This design comes from an exercise in tuning for small area and a short achievable clock period on the open sky130 flow, not from production work.
Power and IR drop assume default switching activity.

== alpha ==
==> flow/design.v (excerpt) <==
module desiredDrive_reg(
    input clk, rst_n,
    input [11:0] avg_torque,
    input [4:0] cadence,
    input not_pedaling,
    input [12:0] incline,
    input [2:0] scale,
    output logic [11:0] target_curr
);
logic [14:0] ts_nxt, ic_nxt;
logic [14:0] ts_rn, ic_rn;
desiredDrive iDD(.avg_torque(avg_torque), .cadence(cadence), .not_pedaling(not_pedaling),
                 .incline(incline), .scale(scale), .ts_prod(ts_nxt), .ic_prod(ic_nxt));
always_ff @(posedge clk, negedge rst_n) begin
    if (!rst_n)
        ts_rn <= 15'h7FFF;
    else
        ts_rn <= ~ts_nxt;
end
always_ff @(posedge clk)
    ic_rn <= ~ic_nxt;
logic [14:0] ts_r, ic_r;
assign ts_r = ~ts_rn;
assign ic_r = ~ic_rn;
wire b_p1 = ts_r[0] & ic_r[0];
wire b_p2 = ts_r[0] & ic_r[1];
wire b_p3 = ts_r[0] & ic_r[2];
wire b_p4 = ts_r[0] & ic_r[3];
wire b_p5 = ts_r[0] & ic_r[4];
wire b_p6 = ts_r[0] & ic_r[5];
wire b_p7 = ts_r[0] & ic_r[6];
wire b_p8 = ts_r[0] & ic_r[7];
wire b_p9 = ts_r[0] & ic_r[8];
wire b_p10 = ts_r[0] & ic_r[9];
  ...
Size: about 880 cells after synthesis, about 48 I/O pins.
clock: 13.0 ns
lec_check: 0
cap_margin: 20
core_margin: 2
core_utilization: 40
cts_buf_list: sky130_fd_sc_hd__clkbuf_4 sky130_fd_sc_hd__clkbuf_8
slew_margin: 20
standard.sh (not shown) runs the stock make flow with config.mk's settings and CLKGATE_MAP_FILE= SYNTH_SCRIPT=/design/flow/synth_recipe.tcl, a recipe that flattens the netlist after the stock synthesis.
==> flow/flow/run.sh <==
#!/bin/bash
# Layout flow: the standard flow (standard.sh), with these changes:
#  - synthesis: Yosys's generic "synth -run fine:" step skips its early ABC
#    pass (-noabc), so that extract_fa sees the RTL's full adders as written
#    (without the input/output inversions that pass puts around them), and
#    extract_fa looks for full adders only (EXTRACT_FA_ARGS); the rest of
#    synthesis (dfflibmap, the final ABC mapping, flatten, renaming) is as in
#    the standard flow's synthesis;
#  - the port buffers are PORT_BUF cells;
#  - ORFS's timing repair aims for SETUP_SLACK_MARGIN ns of setup slack.
# The SDC, the clock period and every other step are the standard flow's.
set -euo pipefail
HERE=$(pwd)
EXTRACT_FA_ARGS=""
SETUP_MARGIN=7.0
PORT_BUF=sky130_fd_sc_hd__buf_1
# ORFS's synth.tcl with the changes
sed -e 's/synth -top \$::env(DESIGN_NAME) -run fine: {\*}\$synth_full_args/synth -top $::env(DESIGN_NAME) -run fine: -noabc {*}$synth_full_args/' \
    -e "s/extract_fa {\*}\[dont_use_extract_fa_args\]/extract_fa $EXTRACT_FA_ARGS/" \
    "$FLOW_HOME/scripts/synth.tcl" > "$HERE/synth_changed.tcl"
grep -q -- '-run fine: -noabc' "$HERE/synth_changed.tcl"
grep -q -- "^ *extract_fa $EXTRACT_FA_ARGS\$" "$HERE/synth_changed.tcl"
# The standard flow's synthesis wrapper, sourcing the changed synth.tcl
sed "s#source \$::env(SCRIPTS_DIR)/synth.tcl#source $HERE/synth_changed.tcl#" synth_recipe.tcl > "$HERE/flow_synth.tcl"
grep -q "source $HERE/synth_changed.tcl" "$HERE/flow_synth.tcl"
# The standard.sh, pointed at that wrapper
sed "s#SYNTH_SCRIPT=[^ ]*#SYNTH_SCRIPT=$HERE/flow_synth.tcl#" standard.sh > "$HERE/flow_standard.sh"
grep -q "SYNTH_SCRIPT=$HERE/flow_synth.tcl" "$HERE/flow_standard.sh"
bash "$HERE/flow_standard.sh" SETUP_SLACK_MARGIN=$SETUP_MARGIN \
    "BUFFER_PORTS_ARGS=-buffer_cell $PORT_BUF" finish > "$HERE/flow_make.log" 2>&1
alpha did not stop at any stage, and its layout met the timing, design-rule and antenna checks.
Modified inputs, beta compared to alpha
# alpha
export LEC_CHECK = 0
export CAP_MARGIN = 20
export CORE_MARGIN = 2
export CORE_UTILIZATION = 40
export CTS_BUF_LIST = sky130_fd_sc_hd__clkbuf_4 sky130_fd_sc_hd__clkbuf_8
export SLEW_MARGIN = 20
create_clock -name core_clock -period 13.0 [get_ports {clk}]
# beta
export LEC_CHECK = 0
export ABC_AREA = 1
export CAP_MARGIN = 20
export CORE_MARGIN = 2
export CORE_UTILIZATION = 40
export CTS_BUF_LIST = sky130_fd_sc_hd__clkbuf_4 sky130_fd_sc_hd__clkbuf_8
export SLEW_MARGIN = 20
export TNS_END_PERCENT = 5
create_clock -name core_clock -period 13.0 [get_ports {clk}]
--- a/flow/flow/run.sh
+++ b/flow/flow/run.sh
@@ -13,5 +13,5 @@
 HERE=$(pwd)
 EXTRACT_FA_ARGS=""
-SETUP_MARGIN=7.0
+SETUP_MARGIN=7.3
 PORT_BUF=sky130_fd_sc_hd__buf_1
 # ORFS's synth.tcl with the changes
--- outcome ---
Power drawn by the clock network is higher on alpha
Looking at count of cells along the worst register-to-register path, beta sits 1 below alpha.
Delta(reported combinational group power, beta - alpha) > 0
Between beta and alpha, the relative slew slack is higher for beta.
Looking at met1 wire length, beta sits 10% above alpha.
Summary: total internal power, beta better than alpha
Setup changes, beta to gamma
# beta
export LEC_CHECK = 0
export ABC_AREA = 1
export CAP_MARGIN = 20
export CORE_MARGIN = 2
export CORE_UTILIZATION = 40
export CTS_BUF_LIST = sky130_fd_sc_hd__clkbuf_4 sky130_fd_sc_hd__clkbuf_8
export SLEW_MARGIN = 20
export TNS_END_PERCENT = 5
create_clock -name core_clock -period 13.0 [get_ports {clk}]
# gamma
export LEC_CHECK = 0
export CAP_MARGIN = 20
export CORE_MARGIN = 2
export CORE_UTILIZATION = 60
export CTS_BUF_LIST = sky130_fd_sc_hd__clkbuf_4 sky130_fd_sc_hd__clkbuf_8
export PLACE_DENSITY = 0.75
export SLEW_MARGIN = 20
create_clock -name core_clock -period 13.0 [get_ports {clk}]
Notes after the runs:
Max freq beta -> gamma: degraded. Endpoint arrival time on the critical path (gamma over beta): increase, 0.28 ns. Compared with beta, gamma shows a share of the core filled with cells that is 22 points higher. Relative to beta, the depth of the critical timing path with buffers and inverters included of gamma is higher by 2. ~same required time of the critical path in gamma and beta. On total number of tap cells: between gamma and beta, it ends up higher for beta.
No functional check of the RTL was part of any run of this note.

[re-timing with driven ports]
The results above use ideal ports. As a check the final layouts listed here were re-extracted and re-timed, cells and wires unchanged.
Step 1 sets driving cells, clkbuf_16 on the clock port and buf_2 on the other inputs (assumed; they add their load-dependent delay and slew).
Step 2 moves the port delays by t, midway between the first and last clock arrival at a register: inputs arrive t later, outputs are due t later. That takes back most of the time a late clock gives input paths.
Slacks: ideal ports / drivers / drivers and shift; pairs: ideal ports / drivers.
| run | t, ns | setup WS [ns] | latest minus earliest clock arrival (ns) | worst register clock-pin slew, ns | cell pins on the clock port's net |
|---|---|---|---|---|---|
| alpha | 0.361 | 7.072 / 7.086 / 6.725 | 0.020 / 0.020 | 0.10 / 0.10 | 1 |
| beta | 0.352 | 7.526 / 7.539 / 7.192 | 0.010 / 0.011 | 0.09 / 0.09 | 1 |
| gamma | 0.357 | 7.233 / 7.229 / 6.872 | 0.007 / 0.008 | 0.09 / 0.09 | 1 |
After both steps every run listed still meets setup and hold. For gamma, which loses most, drivers alone change the setup slack by -0.004 ns; drivers and shift together by -0.361 ns.
